Background: an optimization exercise with open tools, aiming at small area and a short achievable clock period. Do not read the settings as production practice.
In this exercise RTL edits were held to simulation tests only and were not proved equivalent to the original.
Power and IR drop assume default switching activity.

==> flow/design.v <==
module mdgrp #(parameter HI = 31, parameter N = 1)
  (
   input [31:HI-N+1]   r,
   input [32-HI+N-2:0] x,
   input [HI:HI-N+1]   m,
   input               dv,
   input               ci0,
   output [31:HI-N+1]  ro,
   output [HI:HI-N+1]  q);
   localparam LO = HI - N + 1;
   wire [31:LO] rs [0:N];
   assign rs[0] = r;
   genvar n;
   generate
      for (n = 0; n < N; n = n + 1) begin : row
         localparam K = HI - n;
         localparam W = 32 - K;
         wire [W-1:0] rr = rs[n][31:K];
         wire [W-1:0] xx = x[W-1:0];
         wire         ci = (K == 0) ? ci0 : dv;
         reg [W-1:0]  g, t, c;
         reg          co;
         integer      l, i;
         always @(*) begin
            g = rr & xx;
            t = rr | xx;
            g[0] = g[0] | (t[0] & ci);
            for (l = 0; (1 << l) < W; l = l + 1)
              for (i = (2 << l) - 1; i < W; i = i + (2 << l)) begin
                 g[i] = g[i] | (t[i] & g[i - (1 << l)]);
                 t[i] = t[i] & t[i - (1 << l)];
              end
            for (l = 8; l >= 0; l = l - 1)
              if ((2 << l) < W)
                for (i = 3 * (1 << l) - 1; i < W; i = i + (2 << l)) begin
                   g[i] = g[i] | (t[i] & g[i - (1 << l)]);
                   t[i] = t[i] & t[i - (1 << l)];
                end
            c[0] = ci;
            for (i = 1; i < W; i = i + 1)
              c[i] = g[i-1];
            co = g[W-1];
         end
         wire          mk  = m[K];
         wire          sel = (K == 0) ? mk : mk & (co | ~dv);
         assign q[K] = co & mk;
         wire [W-1:0]  sum = rr ^ ({W{sel}} & (xx ^ c));
         if (K == LO) begin : lsb
            assign rs[n+1] = sum;
         end else begin : rest
            assign rs[n+1] = {sum, rs[n][K-1:LO]};
         end
      end
   endgenerate
   assign ro = rs[N];
endmodule
module dsp_alu
  (
   input             clk,
   input [2:0]       ctrl,
   input [31:0]      src_a, src_b,
   output [31:0]     result);
   localparam K1 = 21, K2 = 4, G = 6;
   wire [31:0] a = src_a, b = src_b;
   wire op_and = ctrl == 3'd0;
   wire op_or  = ctrl == 3'd1;
   wire op_mul = ctrl == 3'd3;
   wire op_div = ctrl == 3'd4;
   wire op_sub = ctrl == 3'd6;
   wire op_slt = ctrl == 3'd7;
   wire op_add = ctrl == 3'd2 || ctrl == 3'd5;
   wire [31:0] x0 = op_mul ? a : op_add ? b : op_slt ? ~a : ~b;
   wire [31:0] r0 = (op_div | op_add | op_sub) ? a :
                    op_slt ? b : op_and ? (a & b) : op_or ? (a | b) : 32'd0;
   reg [31:0] m0;
   integer    k;
   always @(*) begin
      m0[0] = op_div | op_mul & b[0] | op_add | op_sub | op_slt;
      for (k = 1; k < 32; k = k + 1)
        m0[k] = op_div ? ~|(b >> (32 - k)) : op_mul & b[k];
   end
   wire [31:0] rv [0:32];
   wire [31:0] xv [0:32];
   wire [31:0] mq [0:32];
   wire        dv [0:32];
   wire        sb [0:32];
   wire        qs [0:32];
   assign rv[32] = r0;
   assign xv[32] = x0;
   assign mq[32] = m0;
   assign dv[32] = op_div;
   assign sb[32] = op_sub;
   assign qs[32] = op_div | op_slt;
   function integer seg_top(input integer j);
      seg_top = j >= K1 ? 31 : j >= K2 ? K1 - 1 : K2 - 1;
   endfunction
   function integer seg_bot(input integer j);
      seg_bot = j >= K1 ? K1 : j >= K2 ? K2 : 0;
   endfunction
   genvar j;
   generate
      for (j = 31; j >= 0; j = j - 1) begin : grp
         if ((seg_top(j) - j) % G == 0) begin : g
            localparam N = (j - seg_bot(j) + 1) < G ? (j - seg_bot(j) + 1) : G;
            wire [31:0] ri, xi, mi;
            wire        di, si, qi;
            if (j == K1 - 1 || j == K2 - 1) begin : cut
               reg [31:0] r_q, x_q, m_q;
               reg        d_q, s_q, qs_q;
               always @(posedge clk) begin
                  r_q <= rv[j+1]; x_q <= xv[j+1]; m_q <= mq[j+1];
                  d_q <= dv[j+1]; s_q <= sb[j+1]; qs_q <= qs[j+1];
               end
               assign ri = r_q; assign xi = x_q; assign mi = m_q;
               assign di = d_q; assign si = s_q; assign qi = qs_q;
            end else begin : nocut
               assign ri = rv[j+1]; assign xi = xv[j+1]; assign mi = mq[j+1];
               assign di = dv[j+1]; assign si = sb[j+1]; assign qi = qs[j+1];
            end
            wire [31:j-N+1] ro;
            wire [j:j-N+1]  q;
            mdgrp #(.HI(j), .N(N)) u_grp
              (.r(ri[31:j-N+1]), .x(xi[32-j+N-2:0]), .m(mi[j:j-N+1]),
               .dv(di), .ci0(di | si), .ro(ro), .q(q));
            if (j - N + 1 == 0) begin : lsb
               assign rv[j-N+1] = ro;
            end else begin : rest
               assign rv[j-N+1] = {ro, ri[j-N:0]};
            end
            if (j == 31) begin : top
               assign mq[j-N+1] = {q, mi[j-N:0]};
            end else if (j - N + 1 == 0) begin : bot
               assign mq[j-N+1] = {mi[31:j+1], q};
            end else begin : mid
               assign mq[j-N+1] = {mi[31:j+1], q, mi[j-N:0]};
            end
            assign xv[j-N+1] = xi;
            assign dv[j-N+1] = di;
            assign sb[j-N+1] = si;
            assign qs[j-N+1] = qi;
         end
      end
   endgenerate
   assign result = qs[0] ? mq[0] : rv[0];
endmodule
clock: 70.0 ns
lec_check: 0
abc_area: 1
cap_margin: 20
core_margin: 2
core_utilization: 40
cts_cluster_diameter: 60
cts_cluster_size: 12
slew_margin: 20
synth_hierarchical: 1
run.sh (not shown) runs the stock make flow with config.mk's settings and CLKGATE_MAP_FILE= SYNTH_SCRIPT=/design/flow/synth_recipe.tcl, a recipe that flattens the netlist after the stock synthesis.
Change:
--- a/flow/design.v
+++ b/flow/design.v
@@ -61,5 +61,5 @@
    input [31:0]      src_a, src_b,
    output [31:0]     result);
-   localparam K1 = 21, K2 = 4, G = 6;
+   localparam K1 = 21, K2 = 4, G = 4;
    wire [31:0] a = src_a, b = src_b;
    wire op_and = ctrl == 3'd0;
What happened: Critical path depth climbs by 11; area after synthesis hardly moves; clock-buffer cell count climbs by 1; via count barely changes; combinational power is about the same; cell count stays flat; worst setup slack improved by 0.17 ns; die area barely changes; first-iteration DRC count drops by 16%; total power hardly moves; fmax climbs by 0.62%; sequential power climbs by about 4%; clock power drops by about 5%; routed wire length drops by about 2%.

==> separate check: timing with driven ports <==
The flow's constraints put no driver on any port. The routed layouts listed below were extracted and timed again, unchanged, in two steps. Step 1 (the two cells are an assumption about what drives the block):
set clk [get_ports {clk}]
set_driving_cell -lib_cell sky130_fd_sc_hd__clkbuf_16 $clk
set_driving_cell -lib_cell sky130_fd_sc_hd__buf_2 [delete_from_list [all_inputs] $clk]
Step 2, shift: input delay + t, output delay - t, t = (earliest + latest rising clock arrival at the registers) / 2. This alone moves slack from input paths to output paths. a / b / c = ideal / step 1 / step 2; a / b = the first two.
run	t (ns)	slack for setup (ns)	latest minus earliest clock arrival (ns)	worst register clock-pin slew, ns	cell pins on the clock port's net
the first run	0.554	41.638 / 41.638 / 41.638	0.021 / 0.021	0.10 / 0.10	1
the second run	0.557	41.813 / 41.813 / 41.813	0.024 / 0.023	0.09 / 0.09	1
After both steps every run listed still meets setup and hold.
